Source: an optimization exercise on an open RTL-to-GDS flow (aim: small area). Production flows keep margins and buffers that such runs may drop.
Only simulation tests tie the RTL to the original design; equivalence was not proved.
Power and IR drop assume default switching activity.

==> design.v <==
module fifo_1 (input clock ,resetn,soft_reset,write_enb,read_enb,lfd_state,
        input [7:0]data_in , output reg[7:0]data_out, output full,empty);
integer count,i;
reg [4:0]wr_ptr,rd_ptr;
reg [8:0] mem [15:0];
reg lfd_reg;
always@(posedge clock)
	begin
		lfd_reg<=lfd_state;
	end
always@(posedge clock)  
begin
	if(~resetn)
	begin
	for(i=0;i<16;i=i+1)
		mem[i]<=8'd0;
        end
	else if(soft_reset)  
	       begin
		for(i=0;i<16;i=i+1)
			mem[i]<=8'd0;
	      end
	     else 
                if(write_enb&&~full)
		{mem[wr_ptr[3:0]][8],mem[wr_ptr[3:0]][7:0]}<={lfd_reg,data_in};
	end
always@(posedge clock)
begin  
if(~resetn) data_out<=0;
else if(soft_reset) data_out<=8'd0;
else       
if(read_enb&&~empty)
		data_out<=mem[rd_ptr[3:0]][7:0];
end        
always@(posedge clock)
 begin 
 if(read_enb&&mem[rd_ptr[3:0]][8]&&~empty)
                count<=mem[rd_ptr[3:0]][7:2]+1'b1;  
	    else if(read_enb&&~mem[rd_ptr[3:0]][8] &&~empty)
		count<=count-1'b1;
end	
always@(posedge clock)  
begin
	if(~resetn)
		wr_ptr<=0;
	else if(soft_reset)
		wr_ptr<=0;
	else if(write_enb&&~full)
		wr_ptr<=wr_ptr+1'b1;
end
always @(posedge clock)
begin
	if(~resetn)
		rd_ptr<=0;
	else if(soft_reset)
		rd_ptr<=0;
	else if(read_enb&&~empty)
		rd_ptr<=rd_ptr+1'b1;
end
assign empty=(rd_ptr==wr_ptr)?1'b1:1'b0;
assign full=((rd_ptr[4]!=wr_ptr[4])&&rd_ptr[3:0]==wr_ptr[3:0]);
endmodule
module fsm_1(input clock,resetn,pkt_valid,fifo_full,fifo_empty_0,fifo_empty_1,fifo_empty_2,
	   soft_reset_0,soft_reset_1,soft_reset_2,parity_done,low_packet_valid,input[1:0]data_in, 
	   output write_enb_reg,detect_add,ld_state,laf_state,lfd_state,full_state,rst_int_reg,busy);
parameter decode_address=8'b00000001,
	load_first_data=8'b00000010,
	load_data=8'b00000100,
	wait_till_empty=8'b00001000,
	fifo_full_state=8'b00010000,
	load_after_full=8'b00100000,
	load_parity=8'b01000000,
	check_parity_error=8'b10000000;
reg[7:0]ps,ns;
reg[1:0] temp;
always@(posedge clock)
begin
if(~resetn)
temp<=0;
else
begin
if(detect_add)
temp<=data_in;
end
end
   always@(posedge clock)  
	begin
	if(~resetn)
		ps<=decode_address;
	else if((soft_reset_0&&temp==2'd0)|(soft_reset_1&&temp==2'd1)|(soft_reset_2&&temp==2'd2))
	ps<=decode_address;
	else
	ps<=ns;
end
always@(*)  
begin
if(soft_reset_0|soft_reset_1|soft_reset_2) ns<=decode_address;
else
	case(ps)	
	decode_address:           
	begin
		ns<=decode_address;
	if((pkt_valid&&(data_in==2'b00)&&fifo_empty_0)|(pkt_valid&&(data_in==2'b01)&&fifo_empty_1)|(pkt_valid&&(data_in==2'b10)&&fifo_empty_2))
		ns<=load_first_data;
	if(((pkt_valid)&&(data_in==2'b00)&&(~fifo_empty_0))|((pkt_valid)&&(data_in==2'b01)&&(~fifo_empty_1))|((pkt_valid)&&(data_in==2'b10)&&(~fifo_empty_2)))
		ns<=wait_till_empty;
	end
	load_first_data:ns<=load_data;              
	load_data: 		    
	begin
		ns<=load_data;
	if(fifo_full==1) ns<=fifo_full_state;
	else if(pkt_valid==0) ns<=load_parity;
	end
	wait_till_empty:		            
	begin
		ns<=wait_till_empty;
	if((~fifo_empty_0)|(~fifo_empty_1)|(~fifo_empty_2)) ns<=wait_till_empty;
	if((fifo_empty_0&&temp==2'd0)|(fifo_empty_1&&temp==2'd1)|(fifo_empty_2&&temp==2'd2)) ns<=load_first_data;
        end
	load_parity: ns<=check_parity_error;        
	fifo_full_state:if(fifo_full) ns<=fifo_full_state; 
	else ns<=load_after_full;
	load_after_full:
	begin
		ns<=load_after_full;
	if(parity_done==0&&low_packet_valid==0) ns<=load_data;
	if(parity_done) ns<=decode_address;
	end
	check_parity_error:
		if(fifo_full) ns<=fifo_full_state;
		else ns<=decode_address;
	default:ns<=decode_address;
endcase
end
assign write_enb_reg=(((ps==load_data)|(ps==load_parity)|(ps==load_after_full))&&((ps!=fifo_full_state)&&(ps!=wait_till_empty)))? 1'b1:1'b0;  
assign detect_add=(ps==decode_address)? 1'b1:1'b0; 
assign lfd_state=(ps==load_first_data)? 1'b1:1'b0;
assign busy=((ps==load_first_data)|(ps==fifo_full_state)|(ps==load_after_full)|(ps==wait_till_empty)|(ps==check_parity_error)|(ps==load_parity)) ? 1'b1:1'b0;
assign ld_state=(ps==load_data)? 1'b1:1'b0;  
assign full_state=(ps==fifo_full_state)? 1'b1:1'b0;
assign laf_state=(ps==load_after_full)? 1'b1:1'b0;
assign rst_int_reg=(ps==check_parity_error)? 1'b1:1'b0;
endmodule
module register_1(input clock,resetn,pkt_valid,fifo_full,detect_add,ld_state,laf_state,full_state,lfd_state,rst_int_reg,
		input [7:0]data_in,output reg err,parity_done,low_packet_valid,output reg [7:0]dout);
	reg [7:0]int_header;
	reg[7:0] int_parity;
	reg[7:0] packet_parity;
	reg[7:0] fifo_full_state;
always@(posedge clock)				 
begin
	if(~resetn)
		parity_done<=0;
	else if(detect_add)
		parity_done<=0;
	else 
	begin
		if(~pkt_valid && ld_state && ~fifo_full)
			parity_done<=1;
		else if(parity_done && laf_state && low_packet_valid)
			parity_done<=1;
else 
parity_done<=0;
	end
end
always@(posedge clock) 				 
begin						 
	if(~resetn)
		low_packet_valid<=0;
	else if(rst_int_reg)
		low_packet_valid<=0;
	else 
	begin
		if(~pkt_valid&&ld_state)
			low_packet_valid<=1;
		else
			low_packet_valid<=0;
	end
end
always@(posedge clock) 				 
begin
	if(~resetn)
		int_header<=0;
	else
	begin
		if(detect_add && pkt_valid && data_in!=2'd3)
			int_header<=data_in;
		else
			int_header<=0;
	end
end
always@(posedge clock)				 
begin
	if(~resetn)
	begin
		dout<=0;
		fifo_full_state<=0;
	end
	else
	begin
		if(lfd_state)
			dout<=int_header;
		else if(ld_state && ~fifo_full)
			dout<=data_in;
		else if(ld_state && fifo_full)
			fifo_full_state<=data_in;
		else if(laf_state)
			dout<=fifo_full_state;
	end
end
always@(posedge clock)				 
	begin
	if(~resetn)
		int_parity<=0;
	else
	begin
		if(lfd_state && ~full_state && pkt_valid)
			int_parity<=int_parity^int_header;
		else if(ld_state && ~full_state && pkt_valid)
			int_parity<=int_parity ^ data_in;
		else if(detect_add)
			int_parity<=0;
	end
end
always@(posedge clock) 				 
	begin
	if(~resetn)
		err<=0;
	else if(parity_done)
	begin
		if(int_parity==packet_parity)
			err<=0;
		else
			err<=1;
	end
end
always@(posedge clock)
begin
	if(~resetn)
		packet_parity<=0;
	else if(ld_state && ~pkt_valid)
		packet_parity<=data_in;
end
endmodule
module synchronizer_1 (input clock,resetn,detect_add,write_enb_reg, 
                     input[1:0]data_in,
                     input full_0,full_1,full_2,empty_0,empty_1,empty_2,read_enb_0,read_enb_1,read_enb_2,
                     output  reg[2:0] write_enb,
                     output reg vld_out_0,soft_reset_0, vld_out_1,soft_reset_1, vld_out_2,soft_reset_2, 
                     output reg fifo_full);
reg [1:0]temp;
integer count0,count1,count2;
always@(posedge clock)   
begin
	if(~resetn)
		temp<=2'b11;
	else if(detect_add)
		temp<=data_in;
end
always@(posedge clock)  
begin
	if(~resetn)  
	begin
		soft_reset_0<=0;count0<=5'd0;
	end
	else if(vld_out_0)
	begin 
        	if(read_enb_0)
		begin
		soft_reset_0<=0;count0<=5'd0;
		end
	        else if(count0>=5'd29)
		begin
		soft_reset_0<=1;count0<=5'd0;
		end
	        else	
		begin
		soft_reset_0<=0;count0<=count0+1'b1;
		end
	end
	else
	begin
		soft_reset_0<=0;count0<=5'd0;
	end
	if(~resetn)  
	begin
		soft_reset_1<=0;count1<=5'd0;
	end
	else if(vld_out_1)
	begin 
        	if(read_enb_1)
		begin
		soft_reset_1<=0;count1<=5'd0;
		end
	        else if(count1>=5'd29)
		begin
		soft_reset_1<=1;count1<=5'd0;
		end
	        else	
		begin
		soft_reset_1<=0;count1<=count1+1'b1;
		end
	end
	else
	begin
		soft_reset_1<=0;count1<=5'd0;
	end
	if(~resetn)  
	begin
		soft_reset_2<=0;count2<=5'd0;
	end
	else if(vld_out_2)
	begin 
        	if(read_enb_2)
		begin
		soft_reset_2<=0;count2<=5'd0;
		end
	        else if(count2>=5'd29)
		begin
		soft_reset_2<=1;count2<=5'd0;
		end
	        else	
		begin
		soft_reset_2<=0;count2<=count2+1'b1;
		end
	end
	else
	begin
		soft_reset_2<=0;count2<=5'd0;
	end
end
always@(*)  
begin
 	 if(write_enb_reg)
	case(temp)
		2'b00:write_enb=3'b001;
		2'b01:write_enb=3'b010;
		2'b10:write_enb=3'b100;
		default:write_enb=3'b000;
	endcase
	else
	write_enb=3'b000;
end
always@(*)  
begin
	if(~empty_0)
		vld_out_0=1'b1;
	else 
		vld_out_0=1'b0;
	if(~empty_1)
		vld_out_1=1'b1;
	else
		vld_out_1=1'b0;
        if(~empty_2)
		vld_out_2=1'b1;
	else
		vld_out_2=1'b0;
end
always@(*)  
begin
		case(temp)
			2'b00:fifo_full=full_0;
			2'b01:fifo_full=full_1;
			2'b10:fifo_full=full_2;
			default:fifo_full=0;
		endcase
end
endmodule
module router(input [7:0]data_in,input pkt_valid,clock,resetn,read_enb_0,read_enb_1,read_enb_2, output [7:0]data_out_0,data_out_1,data_out_2,
 	      output vld_out_0,vld_out_1,vld_out_2,err,busy);
wire [2:0]write_enb;
wire[7:0]dout;
fifo_1 FIFO1(clock ,resetn,soft_reset_0,write_enb[0],read_enb_0,lfd_state,dout,data_out_0,full_0,fifo_empty_0);
fifo_1 FIFO2(clock ,resetn,soft_reset_1,write_enb[1],read_enb_1,lfd_state,dout,data_out_1,full_1,fifo_empty_1);
fifo_1 FIFO3(clock ,resetn,soft_reset_2,write_enb[2],read_enb_2,lfd_state,dout,data_out_2,full_2,fifo_empty_2);
synchronizer_1 SYNCHRONISER(clock,resetn,detect_add,write_enb_reg,data_in[1:0],full_0,full_1,full_2,fifo_empty_0,fifo_empty_1,fifo_empty_2,read_enb_0,read_enb_1,read_enb_2,write_enb,vld_out_0,soft_reset_0, vld_out_1,soft_reset_1, vld_out_2,soft_reset_2,fifo_full);
fsm_1 FSM(clock,resetn,pkt_valid,fifo_full,fifo_empty_0,fifo_empty_1,fifo_empty_2,
	   soft_reset_0,soft_reset_1,soft_reset_2,parity_done,low_pkt_valid,data_in[1:0], 
	   write_enb_reg,detect_add,ld_state,laf_state,lfd_state,full_state,rst_int_reg,busy);
register_1 REGISTER(clock,resetn,pkt_valid,fifo_full,detect_add,ld_state,laf_state,full_state,lfd_state,rst_int_reg,
		data_in,err,parity_done,low_pkt_valid,dout);
endmodule
==> run.sh <==
#!/bin/bash
# synth_recipe.tcl (not shown) runs the flow's synth.tcl, then flattens the netlist and writes it again
# the make line also repeats each setting of config.mk as NAME=value (left out here)
make -C /OpenROAD-flow-scripts/flow DESIGN_CONFIG=/design/flow/config.mk WORK_HOME=/design/flow/orfs CLKGATE_MAP_FILE= SYNTH_SCRIPT=/design/flow/synth_recipe.tcl finish
==> config.mk <==
export PLATFORM = sky130hd
export DESIGN_NAME = router
export DESIGN_NICKNAME = router
export VERILOG_FILES = /design/flow/design.v
export SDC_FILE = /design/flow/constraint.sdc
export NUM_CORES = 4
export LEC_CHECK = 0
export CAP_MARGIN = 20
export CORE_MARGIN = 2
export CORE_UTILIZATION = 40
export SLEW_MARGIN = 20
==> constraint.sdc <==
create_clock -name core_clock -period 5.0 [get_ports {clock}]
set_input_delay 1.0000 -clock core_clock [delete_from_list [all_inputs] [get_ports {clock}]]
set_output_delay 1.0000 -clock core_clock [all_outputs]
set_load 0.01 [all_outputs]
==> run summary <==
Global route
The global routing met2 resource utilization is 0.2755. The overall routing resource usage is 0.1769. The largest net degree at the start of global routing is 50. The number of global-route vias before repair is 15350. The first global-routing pass estimated 89800 um of wire. The global-route layer with the greatest usage is met2. The initial antenna violation count was 1. For this run, global-route usage on met1 was measured as 0.2482.

The total overflow left after global routing is 0. For met3 alone, demand over resource in global routing was 0.02684.

Setup path
Of all nets on the critical path, the largest fanout is 11. The worst setup path is launched from a register. The endpoint of the worst register-to-register path is FIFO1.mem[1][7]. Across all register-to-register paths, the minimum setup slack is 1540 ps. At the worst endpoint, the required time is 4000 ps. The count of cells along the worst register-to-register path is 6. The worst register-to-register path begins at FIFO1.wr_ptr[3]. Data arrives at the worst endpoint at 3220 ps. STA classifies the critical path endpoint as a primary output. The category of the most critical setup path is reg2out.

Yosys
The most used flip-flop cell after synthesis is sky130_fd_sc_hd__edfxtp_1. The xor and xnor area share after synthesis is 0.02484. The post-synthesis adder-cell area fraction is 0.01183. The cell taking the most area after synthesis is sky130_fd_sc_hd__edfxtp_1. Dividing the synthesized area by the synthesized cell count gives 13.12 um2.

Sorting the synthesized cells by area gives the leading types as sky130_fd_sc_hd__edfxtp_1 45%, sky130_fd_sc_hd__dfxtp_1 16%, sky130_fd_sc_hd__mux4_2 8.5%, sky130_fd_sc_hd__and2_1 6.6%, sky130_fd_sc_hd__and3_1 3.3%. The number of synthesized flops with an enable pin is 384. The register area share after synthesis is 0.6182. The post-synthesis compound-gate area fraction is 0.05446. Of the post-synthesis cell area, the dominant cell type holds 0.4542. After synthesis, the largest family of logic cells by area is simple AND/OR/NAND/NOR gates. The portion of synthesized area spent on multiplexers is 0.08995. The async set or reset register ratio after synthesis is 0. During synthesis, Yosys emitted a total of 23 warnings. The total of flip-flops plus latches after synthesis is 592.

Synthesis handed over a netlist of 1935 instances. After synthesis, the netlist uses 63 different library cells. Of the total synthesized cell area, the portion taken by AND, OR, NAND and NOR gates is 0.1759. The cell area that synthesis handed to floorplanning was 25390 um2.

Power
The design draws 10.54 mW. In this run the power density over the cells is 362.9 nW/um2. The share of total power dissipated in the clock network is 0.455. The register share of total power is 0.515. The leakage power is 10.95 nW. Of the total power, the share spent switching nets is 0.2106. VDD sags by at most 263.1 uV. The internal cell power is 8.317 mW. For this design the total switching power over the nets is 2.219 mW. The proportion of power drawn by combinational gates is 0.030.

Placed design
The number of cells after detailed placement is 2793. The detailed placement HPWL is 37260 um. At the end of routability-driven placement, the weighted congestion stood at 0.8078. The number of buffer cells added on primary ports is 42.

Final layout
Compared with the post-synthesis result, the final layout area differs by 14.35%. The most common cell after layout, fill and taps aside is sky130_fd_sc_hd__edfxtp_1. The number of diodes is 0. Once layout is complete, the utilization of the core stands at 0.4610. For this run, the number of standard cells in the final layout without fillers is 2912.

After the last flow step, the layout net total stands at 2053. In the layout the commonest cells are 384 x sky130_fd_sc_hd__edfxtp_1, 268 x sky130_fd_sc_hd__and2_1, 197 x sky130_fd_sc_hd__dfxtp_1. The fraction of final layout cells with drive strength greater than 1 is 0.1302.

Fill cells in the final layout number 5539.

Die
The floorplan step set the die height to 255.9 um. The core region is 62970 um2. The die covers 65500 um2. The number of placement rows is 92. The floorplan step set the die width to 255.9 um. The number of placed I/O pins is 43. The initial utilization of the core area, before any placement, comes to 0.4032.

Run status
The run finished with no timing, DRC or antenna violations.

Timing
The final worst-path cycle share is 0.8445. The final number of hold-violating endpoints is 0. Setup violations remaining at the end of the flow were counted as 0. The setup skew after layout is 27.11 ps. The worst-margin pin slew is 1106 ps.

The setup total negative slack is 0 ps. In this run the tightest slew margin relative to its limit is 0.2613. Setup repair after global routing left no endpoint under its margin. The worst path needs 4223 ps of the cycle, external delays included.

The maximum clock frequency is 236.8 MHz. The max-slew violation count is 0.

Clocking
The clock latency reported for the late side of the worst-skew pair is 600 ps. The clock-pin slew on the worst setup and hold paths is 60 ps. The TritonCTS sink count is 592. The hold-fix buffer count after cts is 0.

The number of setup buffers added after CTS is 0. The post-cts resize count is 0. TritonCTS built the clock tree. The H-tree generated during clock tree synthesis spans 3 levels. In this run the deepest clock path goes through 3 buffers.

TritonCTS created 66 clock buffers. The master cell of the clock root buffer is sky130_fd_sc_hd__clkbuf_16.

Hold path
The worst min-delay path endpoint is FIFO3.data_out[6]. Counting instances, the worst hold path has a depth of 2. The path class of the tightest hold or removal check is reg2reg.

In this run the most critical hold path is launched from FIFO3.data_out[6].

Routing
The final route contains 15330 vias. The first-pass detailed-route iteration total is 5. The detailed router finished its first iteration with 1063 violations. The count of nets left with antenna violations once routing finished came out at 0.

The total DRC errors in the routed layout is 0. The detailed-route wire length is 57890 um. Dividing the detail-routed via count by the number of cells gives 5.263.

The average wire per cell in the routed design is 19.88 um.

Job
The max-cap check violation count is 0.
-- Yosys cell counts, drive strengths merged, types with 4 or more instances --
library cell,count
o21bai,4
a32o,9
a22oi,48
nand3b,4
nor4,26
nor2,107
or3,13
edfxtp,384
nand4,12
nand2b,20
nand3,29
o21ai,24
or2,4
o22a,7
xnor2,23
xor2,49
dfxtp,208
mux2i,11
a32oi,5
nand2,114
a21oi,47
nor3b,5
nor3,21
buf,39
clkbuf,96
and2,268
a21o,24
inv,24
nor2b,16
and3,133
ha,24
a21boi,12
mux4,96
-- power by group through the flow --
stage               Sequential (mW)  Combinational, mW  Clock, mW
floorplan                      5.49              0.225          0
global placement               5.52              0.308          0
detailed placement             5.53              0.313          0
CTS                            5.43              0.314       4.89
global route                   5.44              0.346       5.08
finish                         5.42              0.314       4.80
-- state kept, by name, summed over array words and instances, names as in the netlist, 8 cells and up --
signal,count
FIFO1.mem,128
FIFO2.mem,128
FIFO3.mem,128
SYNCHRONISER.count0,32
SYNCHRONISER.count1,32
SYNCHRONISER.count2,32
FIFO1.data_out,8
FIFO2.data_out,8
FIFO3.data_out,8
FSM.ps,8
REGISTER.dout,8
REGISTER.fifo_full_state,8
REGISTER.int_header,8
REGISTER.int_parity,8
REGISTER.packet_parity,8
-- critical path: stages, from the launching register on --
cell                              delay, ps
sky130_fd_sc_hd__dfxtp_1                670
sky130_fd_sc_hd__xor2_1                 150
sky130_fd_sc_hd__nor4_2                 620
sky130_fd_sc_hd__nand2_1                560
sky130_fd_sc_hd__clkdlybuf4s50_1        630
-- worst max-delay path by stage --
| stage | slack [ps] | from | to | depth (start not counted) |
|---|---|---|---|---|
| finish | 780 | FIFO3.wr_ptr[3] | vld_out_2 | 4 |
| global route | 550 | FIFO3.wr_ptr[3] | vld_out_2 | 4 |
| CTS | 750 | FIFO3.wr_ptr[3] | vld_out_2 | 4 |
| detailed placement | 920 | resetn | FIFO1.mem[2][0] | 5 |
| global placement | 1070 | resetn | FIFO1.mem[1][2] | 5 |
| floorplan | 2270 | FSM.ps[5] | FIFO3.mem[3][0] | 6 |
-- cell type report --
class	count	area (um2)	area share
timing repair buffer	70	630.6	0.02172
clock buffer	88	1944	0.06698
sequential	592	15710	0.5411
clock inverter	31	229.0	0.007888
multi-input combinational	1261	9368	0.3227
inverter	24	90.09	0.003103
tap	846	1059	0.03646
-- stage by stage --
step / cell area (um2) / setup WS [ps] / hold WS, ps
after detailed placement: 26850 / 920.0 / 449.0
after CTS: 29020 / 754.9 / 457.1
after floorplan: 25680 / 2269 / 441.0
after global routing: 29030 / 546.5 / 481.5
final: 29030 / 777.3 / 455.0
after global placement: 26840 / 1074 / 443.3
-- metal layers --
layer  routed length [um]  share of wire  vias to the layer above
li1                     -              -                     7141
met3                 3504          0.061                      110
met1                26110           0.45                     7609
met5                    0              0                        -
met2                26350           0.46                      466
met4                 1924          0.033                        0
-- cells by family after synthesis --
logic type,count (synthesis)
other,1
buffers and inverters,159
AOI/OAI and AO/OA,195
adders and majority gates,24
DFF,592
xor gates and xnor gates,72
and+or+nand+nor,784
muxes,108

[re-timing with driven ports]
No port has a modelled driver above. Below, the same layout with a new extraction and two added sets of constraints. Step 1, drivers: a clkbuf_16 drives clock and a buf_2 each remaining input, both assumed. Step 2, shift: input delay + t, output delay - t, t = (earliest + latest rising clock arrival at the registers) / 2. This alone moves slack from input paths to output paths. Three values: no drivers, after step 1, after step 2; two values: the first two.
shift t [ns]: 0.645
setup slack, ns: 0.777 / 0.714 / 0.888
worst setup path at the end: input to register
worst data-port slew with drivers (ns): 0.05
cell pins on the clock port's net: 1
After both steps setup and hold are still met in this run. For this run, drivers alone change the setup slack by -0.063 ns; drivers and shift together by +0.111 ns.
